Background: an optimization exercise with open tools, aiming at small area, a short achievable clock period and few clock cycles per item. Do not read the settings as production practice.
Where RTL was checked, it was by simulation tests only, not by an equivalence proof against the original.
No activity file was given, so power comes from the tool's default toggle rates.

11-17:
// mmult
module mmult(
  input  clk,                  
  input  reset_n,              
  input  enable,               
  input  [0:9*8-1] A_mat,      
  input  [0:9*8-1] B_mat,      
  output reg valid,            
  output reg [0:9*17-1] C_mat  
);
For scale: about 4,500 cells after synthesis, about 300 I/O pins.
export LEC_CHECK = 0
export CAP_MARGIN = 20
export CORE_MARGIN = 2
export CORE_UTILIZATION = 55
export SETUP_SLACK_MARGIN = 4.15
export SLEW_MARGIN = 70
export SYNTH_HIERARCHICAL = 1
create_clock -name core_clock -period 9.0 [get_ports {clk}]
standard.sh (not shown) runs the stock make flow with config.mk's settings and CLKGATE_MAP_FILE= SYNTH_SCRIPT=/design/flow/synth_recipe.tcl, a recipe that flattens the netlist after the stock synthesis.
==> flow/flow/run.sh <==
#!/bin/bash
# Layout flow: the standard ORFS flow (standard.sh, unchanged synthesis),
# except that the port buffers are plain buffers (buf_4) instead of the
# delay-cell buffers buffer_ports picks by default. Every input and output
# port still gets its own buffer. Each step's full output goes to a log here.
set -euo pipefail
export BUFFER_PORTS_ARGS="-buffer_cell sky130_fd_sc_hd__buf_4"
bash standard.sh finish > standard_finish.log 2>&1
Inputs modified between 11-17 and 05-14:
-- flow/config.mk --
<<< 11-17, line 9
export CORE_MARGIN = 2
export CORE_UTILIZATION = 55
export SETUP_SLACK_MARGIN = 4.15
export SLEW_MARGIN = 70
export SYNTH_HIERARCHICAL = 1
>>> 05-14, line 9
export CORE_MARGIN = 2
export CORE_UTILIZATION = 55
export SETUP_SLACK_MARGIN = 4.2
export SLEW_MARGIN = 20
export SYNTH_HIERARCHICAL = 1
Results
Compared with 11-17, total power of the final layout in 05-14 increased slightly. Summary of 05-14 over 11-17: relative area change from synthesis to final layout went up; internal portion of total power went up; worst setup margin went down. Clock-cell share of area for 05-14 is higher than for 11-17. Summary — number of buffers outside the clock class in the layout, 05-14 relative to 11-17: higher, by about 0.3%. Compared with 11-17, in 05-14 final period demand of the worst path went up 0.051 ns, sequential share of layout area held, worst hold slack went down 0.048 ns, part of the total power dissipated in combinational logic went down 0.3 points. Cmp 05-14 vs 11-17: global-route usage lower in 05-14.
No run of this note included a check of the RTL's function; only the layout flow was run.


== job 2365 ==
Another version of the RTL of mmult (not shown whole).
Size in the first run: ~4600 cells after synthesis, ~280 flip-flops, roughly 300 I/O pins, about 0.051 mm2 of cells after synthesis.
Design mmult, start of the top module:
module mmult(
  input  clk,                  
  input  reset_n,              
  input  enable,               
  input  [0:9*8-1] A_mat,      
  input  [0:9*8-1] B_mat,      
  output reg valid,            
  output reg [0:9*17-1] C_mat  
);
Settings: LEC_CHECK=0, CAP_MARGIN=20, CORE_MARGIN=2, CORE_UTILIZATION=65, SETUP_SLACK_MARGIN=4.5, SLEW_MARGIN=70, SYNTH_HIERARCHICAL=1; clock period 9.0 ns.
Scripts as last shown in full above: flow/flow/run.sh
Job 2365: done, clean on timing, DRC and antenna
Testbench counts of job 2365, summed over its fixed seeds: cycles 1,600, products 1,600.
The inputs of job 4220 differ from those of job 2365 as listed below.
# job 2365
export LEC_CHECK = 0
export CAP_MARGIN = 20
export CORE_MARGIN = 2
export CORE_UTILIZATION = 65
export SETUP_SLACK_MARGIN = 4.5
export SLEW_MARGIN = 70
export SYNTH_HIERARCHICAL = 1
create_clock -name core_clock -period 9.0 [get_ports {clk}]
# job 4220
export LEC_CHECK = 0
export CAP_MARGIN = 20
export CORE_MARGIN = 2
export CORE_UTILIZATION = 45
export SETUP_SLACK_MARGIN = 4.2
export SLEW_MARGIN = 70
export SYNTH_HIERARCHICAL = 1
create_clock -name core_clock -period 9.0 [get_ports {clk}]
Notes after the runs:
Arrival time of the worst setup path (job 4220 over job 2365): increase, 100 ps
For the area added between synthesis and finish, job 4220 came in 7.1 points lower than job 2365 did.
Setup slack in job 4220 is smaller than in job 2365.
In the metrics for job 2365 and job 4220, the one carrying the higher total power is job 2365.
Modified inputs, job 8814 compared to job 4220
# job 4220
export LEC_CHECK = 0
export CAP_MARGIN = 20
export CORE_MARGIN = 2
export CORE_UTILIZATION = 45
export SETUP_SLACK_MARGIN = 4.2
export SLEW_MARGIN = 70
export SYNTH_HIERARCHICAL = 1
create_clock -name core_clock -period 9.0 [get_ports {clk}]
# job 8814
export LEC_CHECK = 0
export CAP_MARGIN = 20
export CORE_MARGIN = 2
export CORE_UTILIZATION = 55
export SETUP_SLACK_MARGIN = 4.2
export SLEW_MARGIN = 20
export SYNTH_HIERARCHICAL = 1
create_clock -name core_clock -period 9.0 [get_ports {clk}]
==> summary.txt <==
Job 8814: flow completed, timing, DRC and antenna clean
Against job 4220, job 8814 comes in 0.3 points higher on share of total power in sequential cells.
Relative to job 4220, worst setup slack has increased by 39 ps in job 8814.
Of job 8814 and job 4220, the run reporting the lower global-route usage over all layers was job 4220.
[inputs] job 4772 vs job 8814
# job 8814
export LEC_CHECK = 0
export CAP_MARGIN = 20
export CORE_MARGIN = 2
export CORE_UTILIZATION = 55
export SETUP_SLACK_MARGIN = 4.2
export SLEW_MARGIN = 20
export SYNTH_HIERARCHICAL = 1
create_clock -name core_clock -period 9.0 [get_ports {clk}]
# job 4772
export LEC_CHECK = 0
export CAP_MARGIN = 20
export CORE_MARGIN = 2
export CORE_UTILIZATION = 55
export CTS_BUF_LIST = sky130_fd_sc_hd__clkbuf_4 sky130_fd_sc_hd__clkbuf_8
export SETUP_SLACK_MARGIN = 4.2
export SLEW_MARGIN = 70
export SYNTH_HIERARCHICAL = 1
create_clock -name core_clock -period 9.0 [get_ports {clk}]
[summary]
- Job 4772 has detailed-route wire length above what job 8814 had.
- Changes observed in job 4772 relative to job 8814: clock tree buffer count of the final layout went up by 30; routed metal-1 wire length went down by 0.84%; utilization after layout went up by 1.4 points; hold slack went down by 140 ps; fmax went down by 2.3%.
- Between job 4772 and job 8814, net count of the finished layout is higher for job 4772, job 8814 comes in under that.


mmult, a different RTL version from the one above (not shown whole).
For scale: roughly 280 flip-flops, about 300 I/O pins, roughly 49,000 sq um of cells after synthesis.
Settings: LEC_CHECK=0, CAP_MARGIN=20, CORE_MARGIN=2, CORE_UTILIZATION=40, SETUP_SLACK_MARGIN=3.5, SLEW_MARGIN=70, SYNTH_HIERARCHICAL=1; clock period 9.0 ns.
Scripts as last shown in full above: flow/flow/run.sh
The baseline completed with no timing, DRC or antenna violations.
Testbench counts at the start, summed over its fixed seeds: cycles 1,600, products 1,600.
Next try:
--- a/flow/config.mk
+++ b/flow/config.mk
@@ -11 +11 @@
-export SETUP_SLACK_MARGIN = 3.5
+export SETUP_SLACK_MARGIN = 4.2
Global-route usage goes up by 1.4 points.
Total power climbs by 9.2%.
Flip-flop and latch count does not change.
Worst setup slack gets better by 0.18 ns.
Wire length is higher by 7.5%.
Worst hold slack gets worse by 0.012 ns.
Cell area is higher by 4.1%.
Area after synthesis is unchanged.


RTL: one of the versions met above, not the one the previous note started from.
Size: roughly 4,500 cells after synthesis, roughly 280 flip-flops, ~300 I/O pins, ~0.049 sq mm of cells after synthesis.
==> flow/design.v (excerpt) <==
module mmult(
  input  clk,                  
  input  reset_n,              
  input  enable,               
  input  [0:9*8-1] A_mat,      
  input  [0:9*8-1] B_mat,      
  output reg valid,            
  output reg [0:9*17-1] C_mat  
);
==> flow/config.mk <==
export PLATFORM = sky130hd
export DESIGN_NAME = mmult
export DESIGN_NICKNAME = mmult
export VERILOG_FILES = /design/flow/design.v
export SDC_FILE = /design/flow/constraint.sdc
export NUM_CORES = 4
export LEC_CHECK = 0
export CAP_MARGIN = 20
export CORE_MARGIN = 2
export CORE_UTILIZATION = 65
export SETUP_SLACK_MARGIN = 4.3
export SLEW_MARGIN = 70
export SYNTH_HIERARCHICAL = 1
==> flow/constraint.sdc <==
create_clock -name core_clock -period 9.0 [get_ports {clk}]
set_input_delay 1.8000 -clock core_clock [delete_from_list [all_inputs] [get_ports {clk}]]
set_output_delay 1.8000 -clock core_clock [all_outputs]
set_load 0.01 [all_outputs]
Scripts as last shown in full above: flow/flow/run.sh
The first run finished clean.
Change:
--- a/flow/config.mk
+++ b/flow/config.mk
@@ -9,4 +9,4 @@
 export CORE_MARGIN = 2
-export CORE_UTILIZATION = 65
-export SETUP_SLACK_MARGIN = 4.3
+export CORE_UTILIZATION = 55
+export SETUP_SLACK_MARGIN = 4.0
 export SLEW_MARGIN = 70
What happened:
- The changed run ran to the end with no violations
- critical path depth does not change
- setup slack degrades by 0.063 ns
- flip-flop and latch count does not change
- wire length drops by 2.7%
No run of this note included a check of the RTL's function; only the layout flow was run.


Another version of the RTL of mmult (not shown whole).
Size: roughly 300 I/O pins, about 47000 sq um of cells after synthesis.
Settings: LEC_CHECK=0, CAP_MARGIN=20, CORE_MARGIN=2, CORE_UTILIZATION=40, SETUP_SLACK_MARGIN=2.5, SLEW_MARGIN=20, SYNTH_HIERARCHICAL=1; clock period 9.0 ns.
run.sh (not shown) runs the stock make flow with config.mk's settings and CLKGATE_MAP_FILE= SYNTH_SCRIPT=/design/flow/synth_recipe.tcl, a recipe that flattens the netlist after the stock synthesis.
Stock flow here: none of the scripts above is used.
Next try:
- SETUP_SLACK_MARGIN: 2.5 -> 4
What happened: The changed run produced a clean layout. Final cell count rose by 3.1%. Critical path depth is unchanged. First-iteration DRC count rose by 32%. Total power rose by 11%. Worst setup slack improves by 0.98 ns. Global-route usage rose by 4.0 points. Cell area rose by 15%. Sequential share of layout area fell by 1.1 points. Via count rose by 8.4%.
Next try:
- SETUP_SLACK_MARGIN: 4 -> not set
Clock-buffer cell count is lower by 1.
Via count is lower by 8.1%.
Cell area is lower by 13%.
Power is lower by 10%.
Hold slack improves by 0.065 ns.
Critical path depth stays the same.
Setup slack degrades by 1.4 ns.
Cell count is lower by 3.0%.
Routed wire length is lower by 14%.
Synthesized area stays the same.
No run of this note included a check of the RTL's function; only the layout flow was run.


Another version of the RTL of mmult (not shown whole).
Size in the first run: ~300 flip-flops, roughly 48000 um2 of cells after synthesis.
==> flow/config.mk <==
export PLATFORM = sky130hd
export DESIGN_NAME = mmult
export DESIGN_NICKNAME = mmult
export VERILOG_FILES = /design/flow/design.v
export SDC_FILE = /design/flow/constraint.sdc
export NUM_CORES = 4
export LEC_CHECK = 0
export CAP_MARGIN = 20
export CORE_MARGIN = 2
export CORE_UTILIZATION = 40
export SETUP_SLACK_MARGIN = 3.5
export SLEW_MARGIN = 70
export SYNTH_HIERARCHICAL = 1
==> flow/constraint.sdc <==
create_clock -name core_clock -period 9.0 [get_ports {clk}]
set_input_delay 1.8000 -clock core_clock [delete_from_list [all_inputs] [get_ports {clk}]]
set_output_delay 1.8000 -clock core_clock [all_outputs]
set_load 0.01 [all_outputs]
Edit:
- ABC_CLOCK_PERIOD_IN_PS: not set -> 2000
Effect: The changed run ran to the end with no violations; global-route usage is unchanged; setup slack is unchanged; non-clock buffer count stays the same; critical path depth is unchanged; total power does not change; final area does not change; synthesized area stays the same; synthesized cell count is unchanged; count of clock-buffer cells in the layout is unchanged; combinational power hardly moves.
No run of this note included a check of the RTL's function; only the layout flow was run.

what the ideal ports hide:
The results above use ideal ports. As a check the final layouts listed here were re-extracted and re-timed, cells and wires unchanged. Step 1, drivers: a clkbuf_16 drives clk and a buf_2 each remaining input, both assumed. Step 2 moves the port delays by t, midway between the first and last clock arrival at a register: inputs arrive t later, outputs are due t later. That takes back most of the time a late clock gives input paths. a / b / c = ideal ports / drivers / drivers and shift; a / b = the first two.
| run | shift t [ns] | setup slack, ns | latest minus earliest clock arrival (ns) | worst data-port slew with drivers (ns) |
|---|---|---|---|---|
| 11-17 | 0.644 | 4.216 / 4.142 / 3.577 | 0.031 / 0.032 | 0.12 |
| 05-14 | 0.685 | 4.165 / 4.092 / 3.634 | 0.033 / 0.033 | 0.11 |
| job 2365 | 0.649 | 4.293 / 4.221 / 3.671 | 0.030 / 0.030 | 0.29 |
| job 4220 | 0.690 | 4.192 / 4.118 / 3.567 | 0.026 / 0.026 | 0.15 |
| job 8814 | 0.684 | 4.231 / 4.159 / 3.574 | 0.040 / 0.040 | 0.10 |
| job 4772 | 0.822 | 4.118 / 4.052 / 3.551 | 0.059 / 0.059 | 0.11 |
| the first run of note 3 | 0.684 | 3.759 / 3.682 / 3.592 | 0.056 / 0.055 | 0.09 |
| the second run of note 3 | 0.691 | 3.936 / 3.865 / 3.615 | 0.042 / 0.041 | 0.13 |
| the first run of note 4 | 0.634 | 4.154 / 4.086 / 3.673 | 0.032 / 0.032 | 0.11 |
| the second run of note 4 | 0.661 | 4.092 / 4.018 / 3.524 | 0.022 / 0.022 | 0.12 |
| the first run of note 5 | 0.667 | 2.525 / 2.541 / 1.874 | 0.024 / 0.024 | 0.15 |
| the second run of note 5 | 0.679 | 3.500 / 3.434 / 2.754 | 0.041 / 0.041 | 0.24 |
| the third run of note 5 | 0.667 | 2.057 / 2.048 / 1.381 | 0.028 / 0.028 | 0.16 |
| the first run of note 6 | 0.686 | 3.463 / 3.390 / 3.082 | 0.033 / 0.033 | 0.16 |
| the second run of note 6 | 0.686 | 3.463 / 3.390 / 3.082 | 0.033 / 0.033 | 0.16 |
After both steps setup and hold are still met in every run listed. The setup slack of the second run of note 5, which loses most, moves by -0.066 ns with the drivers and by -0.746 ns with both steps.
